What follows belongs to an exercise in optimizing a design on an open flow for small area and a short achievable clock period; a production flow would make more cautious choices. No functional check of the RTL was part of this run. No activity file was given, so power comes from the tool's default toggle rates.

## flow/run.sh

```bash
#!/bin/bash
# synth_recipe.tcl (not shown) runs the flow's synth.tcl, then flattens the netlist and writes it again
# the make line also repeats each setting of config.mk as NAME=value (left out here)
make -C /OpenROAD-flow-scripts/flow DESIGN_CONFIG=/design/flow/config.mk WORK_HOME=/design/flow/orfs CLKGATE_MAP_FILE= SYNTH_SCRIPT=/design/flow/synth_recipe.tcl finish
```

## flow/config.mk

```make
export PLATFORM = sky130hd
export DESIGN_NAME = rv_plic_core
export DESIGN_NICKNAME = rv_plic_core
export VERILOG_FILES = /design/flow/design.v
export SDC_FILE = /design/flow/constraint.sdc
export NUM_CORES = 4
export LEC_CHECK = 0
export CAP_MARGIN = 20
export CORE_MARGIN = 2
export CORE_UTILIZATION = 40
export SLEW_MARGIN = 20
```

## flow/constraint.sdc

```tcl
create_clock -name core_clock -period 12.0 [get_ports {clk_i}]
set_input_delay 2.4000 -clock core_clock [delete_from_list [all_inputs] [get_ports {clk_i}]]
set_output_delay 2.4000 -clock core_clock [all_outputs]
set_load 0.01 [all_outputs]
```

## flow/design.v

```verilog
module prim_flop_2sync #(
  parameter int               Width      = 16,
  parameter logic [Width-1:0] ResetValue = '0
) (
  input                    clk_i,
  input                    rst_ni,
  input        [Width-1:0] d_i,
  output logic [Width-1:0] q_o
);
  logic [Width-1:0] intq;
  always_ff @(posedge clk_i or negedge rst_ni) begin
    if (!rst_ni) begin
      intq <= ResetValue;
      q_o  <= ResetValue;
    end else begin
      intq <= d_i;
      q_o  <= intq;
    end
  end
endmodule
module prim_max_tree #(
  parameter int NumSrc = 32,
  parameter int Width = 8,
  localparam int SrcWidth = $clog2(NumSrc)
) (
  input                             clk_i,  
  input                             rst_ni,  
  input        [NumSrc-1:0][Width-1:0] values_i,
  input        [NumSrc-1:0]          valid_i,
  output logic [Width-1:0]           max_value_o,
  output logic [SrcWidth-1:0]        max_idx_o,
  output logic                       max_valid_o
);
  localparam int NumLevels = $clog2(NumSrc);
  localparam int NumNodes  = 2**(NumLevels+1)-1;
  logic [NumNodes-1:0]               vld_tree;
  logic [NumNodes-1:0][SrcWidth-1:0] idx_tree;
  logic [NumNodes-1:0][Width-1:0]    max_tree;
  for (genvar level = 0; level < NumLevels+1; level++) begin : gen_tree
    localparam int Base0 = (2**level)-1;
    localparam int Base1 = (2**(level+1))-1;
    for (genvar offset = 0; offset < 2**level; offset++) begin : gen_level
      localparam int Pa = Base0 + offset;
      localparam int C0 = Base1 + 2*offset;
      localparam int C1 = Base1 + 2*offset + 1;
      if (level == NumLevels) begin : gen_leafs
        if (offset < NumSrc) begin : gen_assign
          assign vld_tree[Pa] = valid_i[offset];
          assign idx_tree[Pa] = offset;
          assign max_tree[Pa] = values_i[offset];
        end else begin : gen_tie_off
          assign vld_tree[Pa] = 1'b0;
          assign idx_tree[Pa] = '0;
          assign max_tree[Pa] = '0;
        end
      end else begin : gen_nodes
        logic sel;
        assign sel = (~vld_tree[C0] & vld_tree[C1]) |
                     (vld_tree[C0] & vld_tree[C1] & (max_tree[C1] > max_tree[C0]));
        assign vld_tree[Pa] = (sel) ? vld_tree[C1] : vld_tree[C0];
        assign idx_tree[Pa] = (sel) ? idx_tree[C1] : idx_tree[C0];
        assign max_tree[Pa] = (sel) ? max_tree[C1] : max_tree[C0];
      end
    end
  end
  assign max_valid_o = vld_tree[0];
  assign max_idx_o   = idx_tree[0];
  assign max_value_o = max_tree[0];
endmodule
module rv_plic_gateway #(
  parameter int N_SOURCE = 32
) (
  input clk_i,
  input rst_ni,
  input [N_SOURCE-1:0] src_i,
  input [N_SOURCE-1:0] le_i,       
  input [N_SOURCE-1:0] claim_i,  
  input [N_SOURCE-1:0] complete_i,  
  output logic [N_SOURCE-1:0] ip_o
);
  logic [N_SOURCE-1:0] ia;     
  logic [N_SOURCE-1:0] set;
  logic [N_SOURCE-1:0] src_q;
  always_ff @(posedge clk_i or negedge rst_ni) begin
    if (!rst_ni) src_q <= '0;
    else         src_q <= src_i;
  end
  assign set = src_i & ~(src_q & le_i);
  always_ff @(posedge clk_i or negedge rst_ni) begin
    if (!rst_ni) begin
      ip_o <= '0;
    end else begin
      ip_o <= (ip_o | (set & ~ia & ~ip_o)) & (~(ip_o & claim_i));
    end
  end
  always_ff @(posedge clk_i or negedge rst_ni) begin
    if (!rst_ni) begin
      ia <= '0;
    end else begin
      ia <= (ia | (set & ~ia)) & (~(ia & complete_i & ~ip_o));
    end
  end
endmodule
module rv_plic_target #(
  parameter int N_SOURCE = 32,
  parameter int MAX_PRIO = 7,
  localparam int SrcWidth  = $clog2(N_SOURCE),   
  localparam int PrioWidth = $clog2(MAX_PRIO+1)  
) (
  input clk_i,
  input rst_ni,
  input [N_SOURCE-1:0]  ip_i,
  input [N_SOURCE-1:0]  ie_i,
  input [N_SOURCE-1:0][PrioWidth-1:0] prio_i,
  input               [PrioWidth-1:0] threshold_i,
  output logic                irq_o,
  output logic [SrcWidth-1:0] irq_id_o
);
  logic max_valid;
  logic [PrioWidth-1:0] max_value;
  logic [SrcWidth-1:0] max_idx;
  prim_max_tree #(
    .NumSrc(N_SOURCE),
    .Width(PrioWidth)
  ) u_prim_max_tree (
    .clk_i,
    .rst_ni,
    .values_i(prio_i),
    .valid_i(ip_i & ie_i),
    .max_value_o(max_value),
    .max_idx_o(max_idx),
    .max_valid_o(max_valid)
  );
  logic irq_d, irq_q;
  logic [SrcWidth-1:0] irq_id_d, irq_id_q;
  assign irq_d    = (max_value > threshold_i) ? max_valid : 1'b0;
  assign irq_id_d = (max_valid) ? max_idx : '0;
  always_ff @(posedge clk_i or negedge rst_ni) begin : gen_regs
    if (!rst_ni) begin
      irq_q    <= 1'b0;
      irq_id_q <= '0;
    end else begin
      irq_q    <= irq_d;
      irq_id_q <= irq_id_d;
    end
  end
  assign irq_o    = irq_q;
  assign irq_id_o = irq_id_q;
endmodule
module rv_plic_core #(
  parameter int NumSrc = 186,
  parameter logic [NumSrc-1:0] LevelEdgeTrig = '0,  
  localparam int SRCW  = $clog2(NumSrc),
  localparam int MAX_PRIO = 3,
  localparam int PRIOW = $clog2(MAX_PRIO+1)
) (
  input                     clk_i,
  input                     rst_ni,
  input  [NumSrc-1:0]       intr_src_i,
  input  [NumSrc*PRIOW-1:0] prio_i,
  input  [NumSrc-1:0]       ie_i,
  input  [PRIOW-1:0]        threshold_i,
  input                     claim_i,
  input                     complete_i,
  input  [SRCW-1:0]         complete_id_i,
  output [NumSrc-1:0]       ip_o,
  output                    irq_o,
  output [SRCW-1:0]         irq_id_o
);
  logic [NumSrc-1:0] ip;
  logic [NumSrc-1:0] claim;     
  logic [NumSrc-1:0] complete;  
  logic [NumSrc-1:0][PRIOW-1:0] prio;
  assign prio = prio_i;
  always_comb begin
    for (int s = 0; s < NumSrc; s++) begin
      claim[s]    = claim_i & (irq_id_o == SRCW'(s));
      complete[s] = complete_i & (complete_id_i == SRCW'(s));
    end
  end
  assign ip_o = ip;
  logic [NumSrc-1:0] intr_src_synced;
  prim_flop_2sync #(
    .Width(NumSrc)
  ) u_prim_flop_2sync (
    .clk_i,
    .rst_ni,
    .d_i(intr_src_i),
    .q_o(intr_src_synced)
  );
  rv_plic_gateway #(
    .N_SOURCE   (NumSrc)
  ) u_gateway (
    .clk_i,
    .rst_ni,
    .src_i      (intr_src_synced),
    .le_i       (LevelEdgeTrig),
    .claim_i    (claim),
    .complete_i (complete),
    .ip_o       (ip)
  );
  rv_plic_target #(
    .N_SOURCE    (NumSrc),
    .MAX_PRIO    (MAX_PRIO)
  ) u_target (
    .clk_i,
    .rst_ni,
    .ip_i        (ip),
    .ie_i        (ie_i),
    .prio_i      (prio),
    .threshold_i (threshold_i),
    .irq_o       (irq_o),
    .irq_id_o    (irq_id_o)
  );
endmodule
```

==> run summary <==
==> report_power, final <==
part	switching, mW	internal (mW)	total [mW]
Combinational	9.71	9.63	19.3
Sequential	0.621	2.99	3.61
Clock	1.05	1.53	2.59
==> logic make-up (layout without fill, tap and decap cells) <==
group | Yosys count | count (layout) | synth area share (%)
buf+inv | 643 | 2070 | 5.52
mux | 463 | 463 | 11.0
fa+ha+maj | 372 | 372 | 10.6
other cells | 0 | 39 | 0
simple gates | 1165 | 1165 | 13.4
compound gates | 1028 | 1028 | 16.5
flops | 753 | 753 | 43.0
==> what timing repair did <==
action,CTS,global route
resized for setup,0,97
setup endpoints to repair,0,9
setup buffers,0,30
==> synth_stat cells (all sizes together), types with 5 or more instances <==
| master | n |
|---|---|
| dfrtp | 753 |
| inv | 587 |
| a21oi | 451 |
| mux2i | 447 |
| ha | 372 |
| nand2 | 284 |
| nor2 | 241 |
| a31oi | 213 |
| nor3 | 206 |
| nor2b | 195 |
| o21ai | 126 |
| nand4 | 79 |
| and2 | 77 |
| o311ai | 66 |
| a22oi | 65 |
| clkbuf | 51 |
| nand3 | 27 |
| nand2b | 23 |
| a211oi | 17 |
| a21boi | 17 |
| a21o | 16 |
| mux2 | 16 |
| a22o | 14 |
| nand3b | 11 |
| a2bb2oi | 10 |
| nor4 | 8 |
| o211ai | 7 |
| a221oi | 5 |
| or2 | 5 |
==> cell type report <==
cell class | instances | area, µm²
flip-flops and latches | 753 | 18800
fillers | 9649 | 47700
clock buffers | 111 | 2320
well taps | 1414 | 1770
diodes | 39 | 97.6
multi-input cells | 3028 | 23100
inverters | 589 | 2220
clock inverters | 38 | 420
repair buffers | 1332 | 12500
==> sequential cells by signal, summed over array words and instances, names as in the netlist <==
name                    flops
u_gateway.ia              186
u_prim_flop_2sync.intq    186
u_gateway.ip_o            186
u_target.irq_id_q           8
u_prim_flop_2sync.q_o     186
u_target.irq_q              1
==> worst max-delay path, delay by kind of cell <==
kind                       cells  cell delay [ns]
AOI/OAI and AO/OA             17             2.63
and+or+nand+nor                9             1.22
adders and majority gates      9             2.61
buffers and inverters          8             0.98
muxes                          8             2.39
==> routing by layer <==
| layer | wire (µm) | global-route usage [%] | part of all wire (%) | up-vias |
|---|---|---|---|---|
| met2 | 85300 | 51.8 | 49 | 1226 |
| met3 | 11500 | 6.32 | 6.5 | 294 |
| met5 | 256 | 0 | 0.15 | - |
| li1 | - | - | - | 18400 |
| met4 | 6980 | 12.4 | 4.0 | 38 |
| met1 | 71400 | 37.7 | 41 | 19000 |
==> path summary, 6_finish.rpt <==
kind                                           start                    endpoint  slack, ns  depth (start not counted)
setup reg to reg                  u_gateway.ip_o[32]              u_target.irq_q       2.22                         47
max in group asynchronous                     rst_ni  u_prim_flop_2sync.intq[43]       8.01                          3
hold reg to reg            u_prim_flop_2sync.intq[4]    u_prim_flop_2sync.q_o[4]       0.33                          0
setup / recovery                          prio_i[69]              u_target.irq_q       0.33                         51
hold / removal             u_prim_flop_2sync.intq[4]    u_prim_flop_2sync.q_o[4]       0.33                          0
min in group asynchronous                     rst_ni  u_prim_flop_2sync.intq[78]       1.77                          1
==> impl_results.md <==
* Status: no timing/DRC/antenna violations
* Total GRT Usage at 30.5%
* Synth Warn # at 4
* Grt total ovfl at 0
* Post-synthesis sequential area ratio at 43.0%
* Die height at 335 µm
* Worst setup SP type: input port
* Number of global-route vias before repair at 38300
* Routed wire length per instance at 24.0 µm
* Hpwl dp at 140 mm
* Horiz. Die Dim at 335 µm
* Cts-stage hold buffer count at 0
* Cell area after synthesis at 43800 µm²
* CP dominant cell by count: ha_1
* Hold crit path type: reg2reg
* Setup violators final at 0
* Fin cells at 7304
* Most common cell after layout, fill and taps aside: clkdlybuf4s50_1
* Slowest cell delay on critical path at 0.49 ns
* # H-tree levels at 3
* Setup ws final at 0.334 ns
* Min Tclk post-route at 11.67 ns
* Critical Path End Type: register
* Via count at 38900
* Final Power at 25.5 mW
* Placed Area at 57700 µm²
* Core area at 109000 µm²
* Skew final at 0.0302 ns
* RD Place Congestion at 0.935
* Dpl ws at -0.533 ns
* Largest net degree at the start of global routing at 152
* Total die area at 112000 µm²
* Seq cells post-synth at 753
* DRC at 0
* EDFF count, synth at 0
* Clk pin slew, worst setup/hold paths at 0.06 ns
* RSZ-0062 raised after global routing: true
* Dominant cells by area after synthesis: dfrtp_1 43%, ha_1 11%, mux2i_1 9.8%
* Leakage power at 28.5 nW
* Clock Tree Root: clkbuf_16
* Count of input and output buffers at 952
* CTS tree: yes
* Share of layout cells above drive strength 1 at 13.6%
* Worst hold slack at 0.327 ns
* Worst EP required at 12.56 ns
* IO Pins at 953
* Post-route cell area at 61200 µm²
* Area Growth Syn to Fin at 39.6%
* Post-layout util at 56.2%
* Final Cycle Share at 97.2%
* Cts bufs inserted at 83
* Antenna violations before repair at 72
* Final TNS setup at 0 ns
* Crit path kind: in2reg
* Via/cell ratio at 5.33
* TritonRoute pass-1 iters at 5
* Crit-path max FO at 4
* Arrival time of the worst setup path at 12.23 ns
* Cell count after synthesis at 4424
* Most used DFF post-synth: dfrtp_1
* First-pass GRT wire length at 251 mm
* Fin. Hold Viols at 0
* Measured slew at the worst slew-check pin at 1.14 ns
* Max Cap Violations at 0
* Site Rows at 121
* Synth top area share at 43.0%
* Max Slew Vio Count at 0
* Fmax at 0.0857 GHz
* Worst-Skew Late Latency at 0.65 ns
* Final wirelength at 175 mm
* Max clock buf depth at 3
* Pwr dens at 417 nW/µm²
* Slew headroom at 23.6%
* Clock sinks at 753
* Post-synth top area cell: dfrtp_1
* Synth Area per Inst at 9.91 µm²
* Final #Nets at 6917
* Iter 0 DRT Violations at 2411
* Commonest cells after routing, fill and taps aside: 948 x clkdlybuf4s50_1, 753 x dfrtp_1, 584 x inv_1
* Cell Count Post-Placement at 7086
* Initial core utilization at 40.3%
* Max IR drop VDD at 1.80 mV
* CP max stage cell: clkdlybuf4s50_1
* Net Count, Synth at 5554
* Synth cell types at 82
* Async SR Flop Fraction at 100%
* Post-route ant nets at 0

==> port drivers added, routing unchanged <==
How much do the figures lean on ideal ports? The routed layout below was timed once more, with nothing changed but the port constraints.
Step 1 assumes that a clkbuf_16 drives the clock port and a buf_2 every other input.
Step 2 adds t to the input delays and takes it off the output delays; t is the mean of the earliest and latest rising clock arrival at the registers after step 1. Input paths then give back, and output paths get back, about the clock's delay inside the block.
a / b / c = no drivers / after step 1 / after step 2; a / b = the first two.
t, ns: 0.710
slack for setup (ns): 0.334 / 0.384 / -0.326
pins driven straight from the clock port: 1
With both steps, setup timing fails in this run, where it was met with ideal ports. The setup slack of this run moves by +0.050 ns with the drivers and by -0.660 ns with both steps.
